Background: an optimization exercise with open tools, aiming at small area and a short achievable clock period. Do not read the settings as production practice. Only simulation tests tie the RTL to the original design; equivalence was not proved. Power figures rest on the tool's default switching activity, not on a simulated workload.

`flow/design.v`:
```
module RS_ArithmeticLogical #(
    parameter RS_AL_ENTRY_SIZE = 145
    ) (
    input  wire         clk,
    input  wire         reset,
    input  wire         stall,
    input  wire         flush,
    input  wire         RS_AL_V1,
    input  wire [RS_AL_ENTRY_SIZE-1:0] RS_AL_1,
    input  wire         RS_AL_V2,
    input  wire [RS_AL_ENTRY_SIZE-1:0] RS_AL_2,
    input  wire         ALU1_D_W,
    input  wire [15:0]  ALU1_D,
    input  wire [6:0]   ALU1_D_RR,
    input  wire         ALU2_D_W,
    input  wire [15:0]  ALU2_D,
    input  wire [6:0]   ALU2_D_RR,
    input  wire         LS_D_W,
    input  wire [15:0]  LS_D,
    input  wire [6:0]   LS_D_RR,
    output reg          rs_stall,
    output reg          ALU1_V,
    output wire [3:0]   ALU1_opcode,
    output wire [15:0]  ALU1_opr1,
    output wire [15:0]  ALU1_opr2,
    output wire [15:0]  ALU1_imm,
    output wire         ALU1_carry,
    output wire         ALU1_zero,
    output wire         ALU1_neg_opr2,
    output wire [1:0]   ALU1_CZ_cond,
    output wire [6:0]   ALU1_dest,
    output wire [2:0]   ALU1_arch_dest,
    output wire [15:0]  ALU1_prev_dest,
    output wire [15:0]  ALU1_PC,
    output wire [7:0]   ALU1_C_dest,
    output wire [7:0]   ALU1_Z_dest,
    output wire         ALU1_branch_pred,
    output wire [6:0]   ALU1_ROB_index,
    output reg          ALU2_V,
    output wire [3:0]   ALU2_opcode,
    output wire [15:0]  ALU2_opr1,
    output wire [15:0]  ALU2_opr2,
    output wire [15:0]  ALU2_imm,
    output wire         ALU2_carry,
    output wire         ALU2_zero,
    output wire         ALU2_neg_opr2,
    output wire [1:0]   ALU2_CZ_cond,
    output wire [6:0]   ALU2_dest,
    output wire [2:0]   ALU2_arch_dest,
    output wire [15:0]  ALU2_prev_dest,
    output wire [15:0]  ALU2_PC,
    output wire [7:0]   ALU2_C_dest,
    output wire [7:0]   ALU2_Z_dest,
    output wire         ALU2_branch_pred,
    output wire [6:0]   ALU2_ROB_index,
    output wire [4:0]   empty_pos1,
    output wire [4:0]   empty_pos2
);
localparam PW = 91;    
function [PW-1:0] payload;
    input [RS_AL_ENTRY_SIZE-1:0] e;
    payload = {e[143:140], e[103:88], e[87], e[86], e[85], e[76], e[67],
               e[66:60], e[59:44], e[42:35], e[34:27], e[26], e[25:10],
               e[9:3], e[2:0]};
endfunction
wire [PW-1:0] pay_a = payload(RS_AL_1);
wire [PW-1:0] pay_b = payload(RS_AL_2);
reg  [15:0]   valid;
reg  [15:0]   ov1, ov2;
reg  [PW-1:0] pay  [0:15];
reg  [15:0]   opr1 [0:15];
reg  [15:0]   opr2 [0:15];
reg  [15:0]   sel1, sel2;
reg  [3:0]    ep1, ep2;
assign empty_pos1 = {1'b0, ep1};
assign empty_pos2 = {1'b0, ep2};
wire [15:0] free  = ~valid;
wire [15:0] ready = valid & ov1 & ov2;
reg [15:0] f1oh, f2oh, r1oh, r2oh;
reg [3:0]  f1, f2;
reg        seen_f, seen2_f, seen_r, seen2_r;
integer j;
always @(*) begin
    seen_f = 1'b0; seen2_f = 1'b0; seen_r = 1'b0; seen2_r = 1'b0;
    f1 = 4'd0; f2 = 4'd0;
    for (j = 0; j < 16; j = j + 1) begin
        f1oh[j] = free[j] & ~seen_f;
        f2oh[j] = free[j] & seen_f & ~seen2_f;
        if (f1oh[j]) f1 = j;
        if (f2oh[j]) f2 = j;
        seen2_f = seen2_f | (free[j] & seen_f);
        seen_f  = seen_f | free[j];
        r1oh[j] = ready[j] & ~seen_r;
        r2oh[j] = ready[j] & seen_r & ~seen2_r;
        seen2_r = seen2_r | (ready[j] & seen_r);
        seen_r  = seen_r | ready[j];
    end
end
wire iss1 = ~ALU1_V & seen_r;
wire iss2 = ~ALU2_V & seen2_r;
wire [15:0] clr = (iss1 ? r1oh : 16'd0) | (iss2 ? r2oh : 16'd0);
wire disp = ~stall & ~rs_stall;
wire [15:0] setv = disp ? ((RS_AL_V1 & RS_AL_1[144] ? f1oh : 16'd0) |
                           (RS_AL_V2 & RS_AL_2[144] ? f2oh : 16'd0)) : 16'd0;
wire [15:0] valid_n = (valid & ~clr) | setv;
reg [4:0] nfree_n;
integer k;
always @(*) begin
    nfree_n = 5'd0;
    for (k = 0; k < 16; k = k + 1) nfree_n = nfree_n + {4'd0, ~valid_n[k]};
end
always @(posedge clk or posedge reset) begin
    if (reset) begin
        valid    <= 16'd0;
        ALU1_V   <= 1'b0;
        ALU2_V   <= 1'b0;
        rs_stall <= 1'b0;
    end else begin
        valid    <= valid_n;
        ALU1_V   <= iss1;
        ALU2_V   <= iss2;
        rs_stall <= (nfree_n < 5'd2);
    end
end
always @(posedge clk) begin
    sel1 <= r1oh;
    sel2 <= r2oh;
    if (disp) begin
        ep1 <= f1;
        ep2 <= f2;
    end
end
genvar g;
generate for (g = 0; g < 16; g = g + 1) begin : ent
    wire first = (g == 0) ? 1'b1 : &valid[(g == 0 ? 0 : g - 1):0];
    wire m11 = ALU1_D_W & (ALU1_D_RR == opr1[g][6:0]);
    wire m12 = ALU2_D_W & (ALU2_D_RR == opr1[g][6:0]);
    wire m13 = LS_D_W   & (LS_D_RR   == opr1[g][6:0]);
    wire m21 = ALU1_D_W & (ALU1_D_RR == opr2[g][6:0]);
    wire m22 = ALU2_D_W & (ALU2_D_RR == opr2[g][6:0]);
    wire m23 = LS_D_W   & (LS_D_RR   == opr2[g][6:0]);
    always @(posedge clk) begin
        if (!valid[g]) begin
            pay[g]  <= first ? pay_a : pay_b;
            opr1[g] <= first ? RS_AL_1[137:122] : RS_AL_2[137:122];
            ov1[g]  <= first ? RS_AL_1[121] : RS_AL_2[121];
            opr2[g] <= first ? RS_AL_1[120:105] : RS_AL_2[120:105];
            ov2[g]  <= first ? RS_AL_1[104] : RS_AL_2[104];
        end else begin
            if (!ov1[g] && (m11 || m12 || m13)) begin
                opr1[g] <= m11 ? ALU1_D : m12 ? ALU2_D : LS_D;
                ov1[g]  <= 1'b1;
            end
            if (!ov2[g] && (m21 || m22 || m23)) begin
                opr2[g] <= m21 ? ALU1_D : m22 ? ALU2_D : LS_D;
                ov2[g]  <= 1'b1;
            end
        end
    end
end endgenerate
reg [PW-1:0] rp1, rp2;
reg [15:0]   ro11, ro12, ro21, ro22;
integer m;
always @(*) begin
    rp1 = {PW{1'b0}}; rp2 = {PW{1'b0}};
    ro11 = 16'd0; ro12 = 16'd0; ro21 = 16'd0; ro22 = 16'd0;
    for (m = 0; m < 16; m = m + 1) begin
        rp1  = rp1  | ({PW{sel1[m]}} & pay[m]);
        ro11 = ro11 | ({16{sel1[m]}} & opr1[m]);
        ro12 = ro12 | ({16{sel1[m]}} & opr2[m]);
        rp2  = rp2  | ({PW{sel2[m]}} & pay[m]);
        ro21 = ro21 | ({16{sel2[m]}} & opr1[m]);
        ro22 = ro22 | ({16{sel2[m]}} & opr2[m]);
    end
end
assign {ALU1_opcode, ALU1_imm, ALU1_neg_opr2, ALU1_CZ_cond, ALU1_carry, ALU1_zero,
        ALU1_dest, ALU1_prev_dest, ALU1_C_dest, ALU1_Z_dest, ALU1_branch_pred,
        ALU1_PC, ALU1_ROB_index, ALU1_arch_dest} = rp1;
assign ALU1_opr1 = ro11;
assign ALU1_opr2 = ro12;
assign {ALU2_opcode, ALU2_imm, ALU2_neg_opr2, ALU2_CZ_cond, ALU2_carry, ALU2_zero,
        ALU2_dest, ALU2_prev_dest, ALU2_C_dest, ALU2_Z_dest, ALU2_branch_pred,
        ALU2_PC, ALU2_ROB_index, ALU2_arch_dest} = rp2;
assign ALU2_opr1 = ro21;
assign ALU2_opr2 = ro22;
endmodule
```
`flow/run.sh`:
```
#!/bin/bash
# synth_recipe.tcl (not shown) runs the flow's synth.tcl, then flattens the netlist and writes it again
# the make line also repeats each setting of config.mk as NAME=value (left out here)
make -C /OpenROAD-flow-scripts/flow DESIGN_CONFIG=/design/flow/config.mk WORK_HOME=/design/flow/orfs CLKGATE_MAP_FILE= SYNTH_SCRIPT=/design/flow/synth_recipe.tcl finish
```
`flow/config.mk`:
```
export PLATFORM = sky130hd
export DESIGN_NAME = RS_ArithmeticLogical
export DESIGN_NICKNAME = RS_ArithmeticLogical
export VERILOG_FILES = /design/flow/design.v
export SDC_FILE = /design/flow/constraint.sdc
export NUM_CORES = 4
export LEC_CHECK = 0
export CAP_MARGIN = 20
export CORE_MARGIN = 2
export CORE_UTILIZATION = 30
export PLACE_DENSITY = 0.4
export SETUP_SLACK_MARGIN = 0.5
export SLEW_MARGIN = 20
```
`flow/constraint.sdc`:
```
create_clock -name core_clock -period 28.0 [get_ports {clk}]
set_input_delay 5.6000 -clock core_clock [delete_from_list [all_inputs] [get_ports {clk}]]
set_output_delay 5.6000 -clock core_clock [all_outputs]
set_load 0.01 [all_outputs]
```
==> results.txt <==
number of global-route vias before repair 115975; final hold viol count 0; Synth Instances 13003; Initial Utilization 0.301; post-synthesis sequential area ratio 0.469; total number of vias 123098; max cap viols 0; Critical Path RT 28.81 ns; GPL Wtd Cong 0.932; period utilization 0.395; Mapped Area 0.131 mm2; CP Cell Sequence clkdlybuf4s50_1 -> nor2_1 -> nand3_1 -> o31ai_1 -> and2_1 -> o311ai_0 -> fa_1 -> fa_1 -> fa_1 -> fa_1 -> nand2b_1 -> fa_1 -> nor2_1 -> a31oi_1 -> nor4b_1; critical path type primary input to register; pins over their slew limit 0; Internal 8.74 mW; critical path's top delay family adder cells; minimum clock period 11.06 ns; die height 665 um; startpoint class of the critical path primary input; H-tree depth 5; Routed WL 817000 um; Sw Ratio 0.446; most frequent CP cell fa_1; commonest cells after routing, fill and taps aside nand2_1, edfxtp_1, mux2i_1, o21ai_0, mux2_2; Synth top area share 0.460; slew of the pin with the lowest slew margin 1.37 ns; post-DP HPWL 438000 um; class of the worst hold path register to register; # DRC 0; floorplan core area 0.435 mm2; WP buf/inv 1; Final Skew 0.0650 ns; Root Buffer clkbuf_16; setup_tns 0 ns; CTS Hold Bufs 0; Post-Synth XOR/XNOR Area 0.0453; first-pass GRT wire length 1070000 um; CTS sink count 2058; post_cts resized 0; Distinct cells, synth 83; total CTS buffers 271; Post-CTS Setup Bufs 0; die area 0.442 mm2; Worst Path Arrival 11.87 ns; endpoints failing setup 0; CTS max path bufs 4; initial antenna violation count 115; share of cells above drive strength 1 0.134; CP endpoint kind register; dpl cells 17992; largest net degree at the start of global routing 90; area delta synth->final 14.1%; PD cells 106 mW/mm2; vias per cell 6.64; GRT Residual Overflow 0; Max Fclk 0.0904 GHz; crit-path max cell delay 0.80 ns; main combinational cell family by area after synthesis compound AO/OA/AOI/OAI gates; VDD IR max 0.0830 mV; combinational power share 0.411; clock latency (worst-skew pair) 0.97 ns; Final nets 12913; largest cells by area after synthesis edfxtp_1, nand2_1, mux2i_1; Clk network pwr share 0.220; Slew headroom 0.0889; Slowest-stage cell, CP nor2_1; top_reg_cell synth edfxtp_1; drt wl/cell 44.1 um; CTS tree built; Post-synth EDFFs 2008; boundary pin count 627; final non-filler cell total 18540; Worst-path clk slew 0.06 ns; #FFs+latches synth 2058; Synth Area in Compound Gates 0.169; Mean Syn Cell Area 10.1 um2; post-synthesis mux area share 0.140; IO buf count 585; DRT iter0 DRCs 21818; Yosys top cell by area edfxtp_1; Switch Pwr 7.04 mW; CP max FO 9; Seq pwr share 0.369; Antenna Nets Post-Route 0; Synth Area in Adders 0.00245; Ys Warns 4; simple-gate share of the synthesized area 0.123; RSZ-0062 raised after global routing no; total track usage 0.354; Pre-antenna DRT Iters 11; # rows 242; Post-synth ARST share 0.00923; most common cell after layout, fill and taps aside nand2_1; status timing/DRC/antenna clean; Leakage Power 51.3 nW; r2r setup slk 20.58 ns; Die W 665 um
-- flip-flops by register name, summed over array words and instances, names as in the netlist --
signal / flops
ep1: 4
rs_stall: 1
ALU2_V: 1
ov2: 16
sel1: 16
valid: 16
ep2: 4
pay: 1456
opr1: 256
sel2: 15
ALU1_V: 1
opr2: 256
ov1: 16
-- layout make-up --
cell class                      instances  area (um2)
Antenna cell                           64         160
Multi-Input combinational cell       9228       63300
Clock buffer                          344        7230
Tap cell                             5734        7170
Timing Repair Buffer                  943        8640
Inverter                               29         229
Sequential cell                      2058       61600
Fill cell                           43017      285000
Clock inverter                        140        1120
-- metrics by stage --
| stage | total power, mW | util | hold WS (ns) | setup WS, ns | instance area, um2 |
|---|---|---|---|---|---|
| 2_1_floorplan | 8.23 | - | 0.589 | 17.97 | 131000 |
| 4_1_cts | 15.6 | 0.343 | 0.629 | 16.92 | 149000 |
| 3_5_place_dp | 12.1 | 0.324 | 0.617 | 15.96 | 141000 |
| 6_report | 15.8 | 0.344 | 0.636 | 16.94 | 149000 |
| 5_1_grt | 16.1 | 0.344 | 0.639 | 16.59 | 149000 |
| 3_3_place_gp | 12.1 | 0.324 | 0.599 | 15.99 | 141000 |
-- Yosys cell counts, types with 3 or more instances --
| cell type | number |
|---|---|
| o21ai_0 | 879 |
| and3_1 | 134 |
| buf_1 | 315 |
| o21ai_1 | 9 |
| nor2b_1 | 3 |
| xor2_1 | 53 |
| or2_2 | 3 |
| nor4_1 | 17 |
| nor3_1 | 45 |
| inv_1 | 26 |
| mux2_2 | 760 |
| fa_1 | 10 |
| o21a_1 | 6 |
| ha_1 | 4 |
| nand4_1 | 436 |
| a222oi_1 | 123 |
| o211ai_1 | 148 |
| o2111ai_1 | 5 |
| buf_4 | 30 |
| a22oi_1 | 493 |
| buf_2 | 133 |
| nand3_2 | 4 |
| a21oi_1 | 41 |
| nor2_1 | 145 |
| o31ai_1 | 3 |
| mux2i_1 | 983 |
| a31oi_1 | 30 |
| or3_1 | 3 |
| a2bb2oi_1 | 4 |
| dfrtp_1 | 19 |
| nand2_1 | 2859 |
| or4_1 | 4 |
| and2_1 | 4 |
| xnor2_1 | 625 |
| clkbuf_1 | 1210 |
| dfxtp_1 | 31 |
| o22ai_1 | 9 |
| edfxtp_1 | 2008 |
| maj3_1 | 6 |
| nor2_2 | 33 |
| nand3_1 | 64 |
| a22o_1 | 615 |
| a221oi_1 | 618 |
-- layer usage --
layer / share of wire / GRT usage / vias to the layer above
met5: 0.00052 / 0 / -
met4: 0.075 / 0.231 / 68
met3: 0.12 / 0.0899 / 2684
met2: 0.43 / 0.525 / 10615
met1: 0.38 / 0.456 / 61831
li1: - / - / 47900
-- final timing paths --
check | start | end | cells after the start
max in group asynchronous | reset | valid[1] | 2
worst min register to register | ov2[2] | ov2[2] | 1
worst max register to register | valid[1] | rs_stall | 17
worst max-delay path | stall | rs_stall | 15
worst min-delay path | ov2[2] | ov2[2] | 1
min in group asynchronous | reset | ALU2_V | 2
-- cell families (layout without fill, tap and decap cells) --
group	Yosys count	count (layout)
xor+xnor	678	678
other cells	1	66
buf+inv	1718	1456
fa+ha+maj	21	21
simple gates	3773	3773
flops	2058	2058
compound gates	3011	3011
mux	1743	1743
-- power groups by stage --
stage | Combinational, mW | Sequential (mW) | Clock, mW
4_1_cts | 6.33 | 5.73 | 3.50
3_5_place_dp | 6.31 | 5.78 | 0
5_1_grt | 6.62 | 5.83 | 3.60
3_3_place_gp | 6.29 | 5.79 | 0
2_1_floorplan | 3.25 | 4.98 | 0
6_report | 6.48 | 5.83 | 3.48

==> afterwards: timing with drivers on the ports <==
Ports are ideal in the flow. The routed layout listed here was re-timed in OpenROAD.
Step 1 sets driving cells, clkbuf_16 on the clock port and buf_2 on the other inputs (assumed; they add their load-dependent delay and slew).
Step 2 moves the port delays by t, midway between the first and last clock arrival at a register: inputs arrive t later, outputs are due t later. That takes back most of the time a late clock gives input paths.
Slacks: ideal / step 1 / step 2; pairs: ideal / step 1.
t (ns): 1.062
slack for setup (ns): 16.935 / 16.850 / 15.971
worst setup path at the end: input to register
cell pins on the clock port's net: 1
After both steps setup and hold are still met in this run. For this run, drivers alone change the setup slack by -0.085 ns; drivers and shift together by -0.964 ns.
